This design comes from an exercise in tuning for small area on the open sky130 flow, not from production work.
The RTL was checked by simulation tests, not by an equivalence proof against the original design.
The flow treats the clock pin as an ideal source. Dropping or thinning the clock tree relies on that and would not hold on a real chip.
No activity file was given, so power comes from the tool's default toggle rates.

Setup of run A:
## Circuit
module Circuit (
    input clk,
    input entry_sensor,
    input exit_sensor,
    input [1:0] switch,
    input reset,
    output [3:0] parking_slots,
    output door_open_light,
    output full_light,
    output [2:0] capacity,
    output [2:0] best_place,
    output [7:0] sev_data,
    output [4:0] sev_sel
);
  wire en_fast, en_2Hz, en_1Hz, de, dx, pulse, fullent, tick;
  wire [3:0] state;
  PkDiv u_div (.clk(clk), .reset(reset), .en_fast(en_fast), .en_2Hz(en_2Hz), .en_1Hz(en_1Hz));
  PkDeb u_de (.clk(clk), .reset(reset), .b(entry_sensor), .d(de));
  PkDeb u_dx (.clk(clk), .reset(reset), .b(exit_sensor), .d(dx));
  PkFsm u_fsm (.clk(clk), .reset(reset), .en_fast(en_fast), .de(de), .dx(dx), .switch(switch),
               .state(state), .pulse(pulse), .fullent(fullent));
  assign parking_slots = state;
  PkCap u_cap (.state(state), .capacity(capacity), .best_place(best_place));
  PkDoor u_door (.clk(clk), .reset(reset), .en(en_2Hz), .trig(pulse), .led(door_open_light));
  PkFull u_full (.clk(clk), .reset(reset), .en(en_1Hz), .trig(fullent), .led(full_light));
  PkDisp u_disp (.clk(clk), .reset(reset), .capacity(capacity), .best_place(best_place),
                 .sev_data(sev_data), .sev_sel(sev_sel));
endmodule
Size in the first run: roughly 180 cells after synthesis, about 31 I/O pins.
clock: 10.0 ns
lec_check: 0
cap_margin: 20
core_margin: 2
core_utilization: 40
slew_margin: 20
standard.sh (not shown) runs the stock make flow with config.mk's settings and CLKGATE_MAP_FILE= SYNTH_SCRIPT=/design/flow/synth_recipe.tcl, a recipe that flattens the netlist after the stock synthesis.
==> flow/flow/run.sh <==
#!/bin/bash
# Own layout flow: the standard flow (standard.sh) with these changes, none of
# which touches the registers, the floorplan rules or the constraints:
#  1. synthesis: the standard synthesis runs first; then the same synthesis runs
#     again with an area-oriented ABC script and without half-adder extraction.
#     Its netlist is kept only if its flip-flops (names and cell types) are
#     exactly the standard synthesis's; otherwise the standard netlist is used.
#  2. port buffers are buf_1 instead of the 10 um2 delay buffer buffer_ports picks;
#  3. after the placement resize, combinational cells go to their smallest drive
#     strength and repair_design fixes any slew/cap violation (flow/downsize.tcl);
#  4. clock tree: the clock port drives a few buffers, each driving the
#     flip-flops of one placement cluster (flow/cts1.tcl); the smallest buffer
#     set whose clock-pin slew estimate is under CTS1_MAX_SLEW_PS is kept.
# Each tool's output goes to a log file in this folder.
set -euo pipefail
W=$(pwd)
R=$W/orfs/results/sky130hd/Circuit/base
export BUFFER_PORTS_ARGS="-buffer_cell sky130_fd_sc_hd__buf_1"
export POST_RESIZE_TCL="$W/flow/downsize.tcl"
CTS1_MAX_SLEW_PS=112

bash standard.sh synth > flow_1_std_synth.log 2>&1
cp $R/1_2_yosys.v $W/std_1_2_yosys.v
cp $R/1_synth.odb $W/std_1_synth.odb 2>/dev/null || true
python3 flow/regs.py $W/std_1_2_yosys.v | sort > std_regs.txt

rm -f $R/1_2_yosys.v $R/1_synth.odb $R/1_synth.sdc $R/1_2_yosys.sdc
if bash standard.sh SYNTH_SCRIPT=$W/flow/my_synth.tcl ADDER_MAP_FILE= synth > flow_2_area_synth.log 2>&1 \
   && python3 flow/regs.py $R/1_2_yosys.v | sort > area_regs.txt \
   && cmp -s std_regs.txt area_regs.txt && [ -s area_regs.txt ]; then
  echo "using area synthesis" > synth_choice.log
else
  echo "using standard synthesis" > synth_choice.log
  rm -f $R/1_2_yosys.v $R/1_synth.odb $R/1_synth.sdc $R/1_2_yosys.sdc
  bash standard.sh synth > flow_2b_std_synth.log 2>&1
fi

bash standard.sh place > flow_3_place.log 2>&1
# Try clock buffer sets from the smallest area up; keep the first whose worst
# flip-flop clock-pin slew (placement estimate) is at most CTS1_MAX_SLEW_PS.
for cfg in buf_4:4 buf_6:3 buf_4:5 clkbuf_8:3 buf_6:4 clkbuf_8:4 clkbuf_8:5 clkbuf_16:4; do
  b=${cfg%:*}; k=${cfg#*:}
  PLATFORM_DIR=$FLOW_HOME/platforms/sky130hd RESULTS_DIR=$R CTS1_K=$k CTS1_BUF=sky130_fd_sc_hd__$b \
    CTS1_MAX_SLEW_PS=$CTS1_MAX_SLEW_PS CTS1_RESULT=$W/cts1_result.txt \
    DONT_USE_CELLS="sky130_fd_sc_hd__probe_p_8 sky130_fd_sc_hd__probec_p_8" \
    openroad -no_init -exit flow/cts1.tcl > flow_4_cts1_${b}_$k.log 2>&1
  if [ "$(cat $W/cts1_result.txt)" = ok ]; then echo "$b x$k" > cts1_choice.log; break; fi
done
cp $R/4_1_cts.odb $R/4_cts.odb
touch $R/4_cts.sdc
bash standard.sh finish > flow_5_finish.log 2>&1
==> flow/flow/cts1.tcl <==
# Clock tree of one buffer: the clock port drives a single clock buffer, which
# drives every flip-flop clock pin. Reads 3_place.odb, writes 4_1_cts.odb and
# 4_cts.sdc in RESULTS_DIR.
set P $::env(PLATFORM_DIR)
set R $::env(RESULTS_DIR)
read_lef $P/lef/sky130_fd_sc_hd.tlef
read_lef $P/lef/sky130_fd_sc_hd_merged.lef
read_liberty $P/lib/sky130_fd_sc_hd__tt_025C_1v80.lib
read_db $R/3_place.odb
read_sdc $R/3_place.sdc
source $P/setRC.tcl

set bufcell $::env(CTS1_BUF)
set block [ord::get_db_block]
set clknet [$block findNet clk]
set sinks {}
foreach it [$clknet getITerms] { lappend sinks $it }
set db [ord::get_db]
set k $::env(CTS1_K)
# sink locations
set pts {}
foreach it $sinks {
  set bb [[$it getInst] getBBox]
  lappend pts [list [expr {([$bb xMin] + [$bb xMax]) / 2}] [expr {([$bb yMin] + [$bb yMax]) / 2}]]
}
set n [llength $pts]
# k-means, seeded with sinks spread along the sorted order
set order [lsort -integer -index 0 [lmap p $pts {lindex $p 0}]]
set cent {}
set srt [lsort -real -index 0 $pts]
for {set c 0} {$c < $k} {incr c} { lappend cent [lindex $srt [expr {int(($c + 0.5) * $n / $k)}]] }
# balanced k-means: each cluster takes at most ceil(n/k) sinks
set cap [expr {($n + $k - 1) / $k}]
for {set iter 0} {$iter < 30} {incr iter} {
  set pairs {}
  set i 0
  foreach p $pts {
    for {set c 0} {$c < $k} {incr c} {
      lappend pairs [list [expr {abs([lindex $p 0] - [lindex $cent $c 0]) + abs([lindex $p 1] - [lindex $cent $c 1])}] $i $c]
    }
    incr i
  }
  set asg [lrepeat $n -1]
  set size [lrepeat $k 0]
  foreach pr [lsort -real -index 0 $pairs] {
    lassign $pr d i c
    if {[lindex $asg $i] >= 0 || [lindex $size $c] >= $cap} { continue }
    lset asg $i $c
    lset size $c [expr {[lindex $size $c] + 1}]
  }
  set newc {}
  for {set c 0} {$c < $k} {incr c} {
    set x 0; set y 0; set m 0
    foreach p $pts a $asg { if {$a == $c} { set x [expr {$x + [lindex $p 0]}]; set y [expr {$y + [lindex $p 1]}]; incr m } }
    if {$m == 0} { lappend newc [lindex $cent $c] } else { lappend newc [list [expr {$x / $m}] [expr {$y / $m}]] }
  }
  set cent $newc
}
for {set c 0} {$c < $k} {incr c} {
  set net($c) [odb::dbNet_create $block clknet_leaf_$c]
  $net($c) setSigType CLOCK
  set b [odb::dbInst_create $block [$db findMaster $bufcell] clkbuf_leaf_$c]
  [$b findITerm A] connect $clknet
  [$b findITerm X] connect $net($c)
  $b setLocation [expr {int([lindex $cent $c 0])}] [expr {int([lindex $cent $c 1])}]
  $b setPlacementStatus PLACED
}
foreach it $sinks a $asg {
  $it disconnect
  $it connect $net($a)
}
puts "cts1: $n clock sinks on $k $bufcell: [lsort $asg]"
set_dont_use $::env(DONT_USE_CELLS)
detailed_placement
check_placement -verbose
set_propagated_clock [all_clocks]
estimate_parasitics -placement
set mx 0
foreach pin [all_registers -clock_pins -edge_triggered] {
  foreach edge {rise fall} { foreach an {min max} {
    set sl [get_property $pin slew_${an}_$edge]
    set mx [expr {max($mx, [sta::time_ui_sta $sl] * 1e12)}]
  } }
}
puts "cts1: worst clock pin slew $mx ps"
set f [open $::env(CTS1_RESULT) w]
puts $f [expr {$mx <= $::env(CTS1_MAX_SLEW_PS) ? "ok" : "fail"}]
close $f
report_worst_slack -max
report_worst_slack -min
write_db $R/4_1_cts.odb
write_sdc $R/4_cts.sdc
==> flow/flow/downsize.tcl <==
# Post-resize hook: put every combinational cell at its smallest drive strength,
# then let repair_design fix any slew/cap violation this leaves.
set block [ord::get_db_block]
set db [ord::get_db]
set masters {}
foreach lib [$db getLibs] {
  foreach m [$lib getMasters] { dict set masters [$m getName] $m }
}
set dont_use [split $::env(DONT_USE_CELLS)]
set n 0
foreach inst [$block getInsts] {
  set name [[$inst getMaster] getName]
  if {![regexp {^(sky130_fd_sc_hd__[a-z0-9]+)_([0-9]+)$} $name -> base drv]} { continue }
  if {[regexp {__(df|dl|sdf|edf|tap|fill|decap|conb|clk|dly|buf|probe|lpflow)} $base]} { continue }
  set best $name
  set bestA [expr {[[$inst getMaster] getWidth]}]
  foreach cand [dict keys $masters ${base}_*] {
    if {![regexp "^${base}_\[0-9\]+\$" $cand]} { continue }
    if {[lsearch -exact $dont_use $cand] >= 0} { continue }
    set w [[dict get $masters $cand] getWidth]
    if {$w < $bestA || ($w == $bestA && $cand eq "${base}_1")} { set best $cand; set bestA $w }
  }
  if {$best ne $name} {
    replace_cell [$inst getName] $best
    incr n
  }
}
puts "downsize: replaced $n cells"
estimate_parasitics -placement
repair_design
Other scripts of this flow, unchanged in this note and not shown: flow/flow/area.abc, flow/flow/my_synth.tcl, flow/flow/regs.py
Every stage of the flow completed for run A, and the final layout passed the timing, design-rule and antenna checks.
Input-level comparison between run B and run A:
diff --git a/flow/flow/run.sh b/flow/flow/run.sh
--- a/flow/flow/run.sh
+++ b/flow/flow/run.sh
@@ -19,3 +19,3 @@
 export POST_RESIZE_TCL="$W/flow/downsize.tcl"
-CTS1_MAX_SLEW_PS=112
+CTS1_MAX_SLEW_PS=115
 
[summary]
- Run B ends up with a clock latency at the later pin of the worst-skew pair that is 0.02 ns lower than in run A.
- Measured against each other, run B and run A differ in post-route standard cell area excluding fillers, the higher figure coming from run A.
- Route | run B vs run A | wire shorter in run B
### run B -> run C
diff --git a/flow/flow/run.sh b/flow/flow/run.sh
--- a/flow/flow/run.sh
+++ b/flow/flow/run.sh
@@ -19,3 +19,3 @@
 export POST_RESIZE_TCL="$W/flow/downsize.tcl"
-CTS1_MAX_SLEW_PS=115
+CTS1_MAX_SLEW_PS=112
 
diff --git a/flow/flow/downsize.tcl b/flow/flow/downsize.tcl
--- a/flow/flow/downsize.tcl
+++ b/flow/flow/downsize.tcl
@@ -13,3 +13,3 @@
   if {![regexp {^(sky130_fd_sc_hd__[a-z0-9]+)_([0-9]+)$} $name -> base drv]} { continue }
-  if {[regexp {__(df|dl|sdf|edf|tap|fill|decap|conb|clk|dly|buf|probe|lpflow)} $base]} { continue }
+  if {[regexp {__(df|dl|sdf|edf|tap|fill|decap|conb|clk|dly|probe|lpflow|bufbuf)} $base]} { continue }
   set best $name
### Flow results
Run C: no failed stages, no open violations at the end
Run C vs. run B: met2 routed wirelength fell by 37 um; slack of the worst reg-to-reg path went down 0.05 ns.
Re cell total after placement: run B was lower than run C.
Worst path setup slack after routing, run B and run C, lower one = run C.
The worst hold slack was comparable across run B and run C.
Sequential-to-total area share from yosys stat: run B vs run C, no meaningful difference
Global-route wire length before repair, run B and run C: lower on run B
Between run B and run C, the register share of total power figures differ only marginally.
Against run B, run C comes in 6.0% higher on routed length on met1.
No run of this note takes its clock network from TritonCTS; it comes from the design's own scripts or RTL.

## re-timing with driven ports
The flow's constraints put no driver on any port. The routed layouts listed below were extracted and timed again, unchanged, in two steps.
Step 1: set_driving_cell puts a clkbuf_16 on clk and a buf_2 on each other input, an assumption about the parent block.
Step 2 also shifts input and output timing later by t, the mid clock arrival at the registers, as if the neighbouring blocks saw the same clock.
a / b / c = no drivers / after step 1 / after step 2; a / b = the first two.
run | t, ns | setup slack, ns | hold WS [ns] | worst setup path at the end
run A | 0.193 | 6.406 / 6.360 / 6.553 | 0.360 / 0.360 / 0.360 | register to output
run B | 0.171 | 6.415 / 6.368 / 6.539 | 0.363 / 0.363 / 0.363 | register to output
run C | 0.169 | 6.410 / 6.364 / 6.533 | 0.363 / 0.363 / 0.363 | register to output
After both steps setup and hold are still met in every run listed.
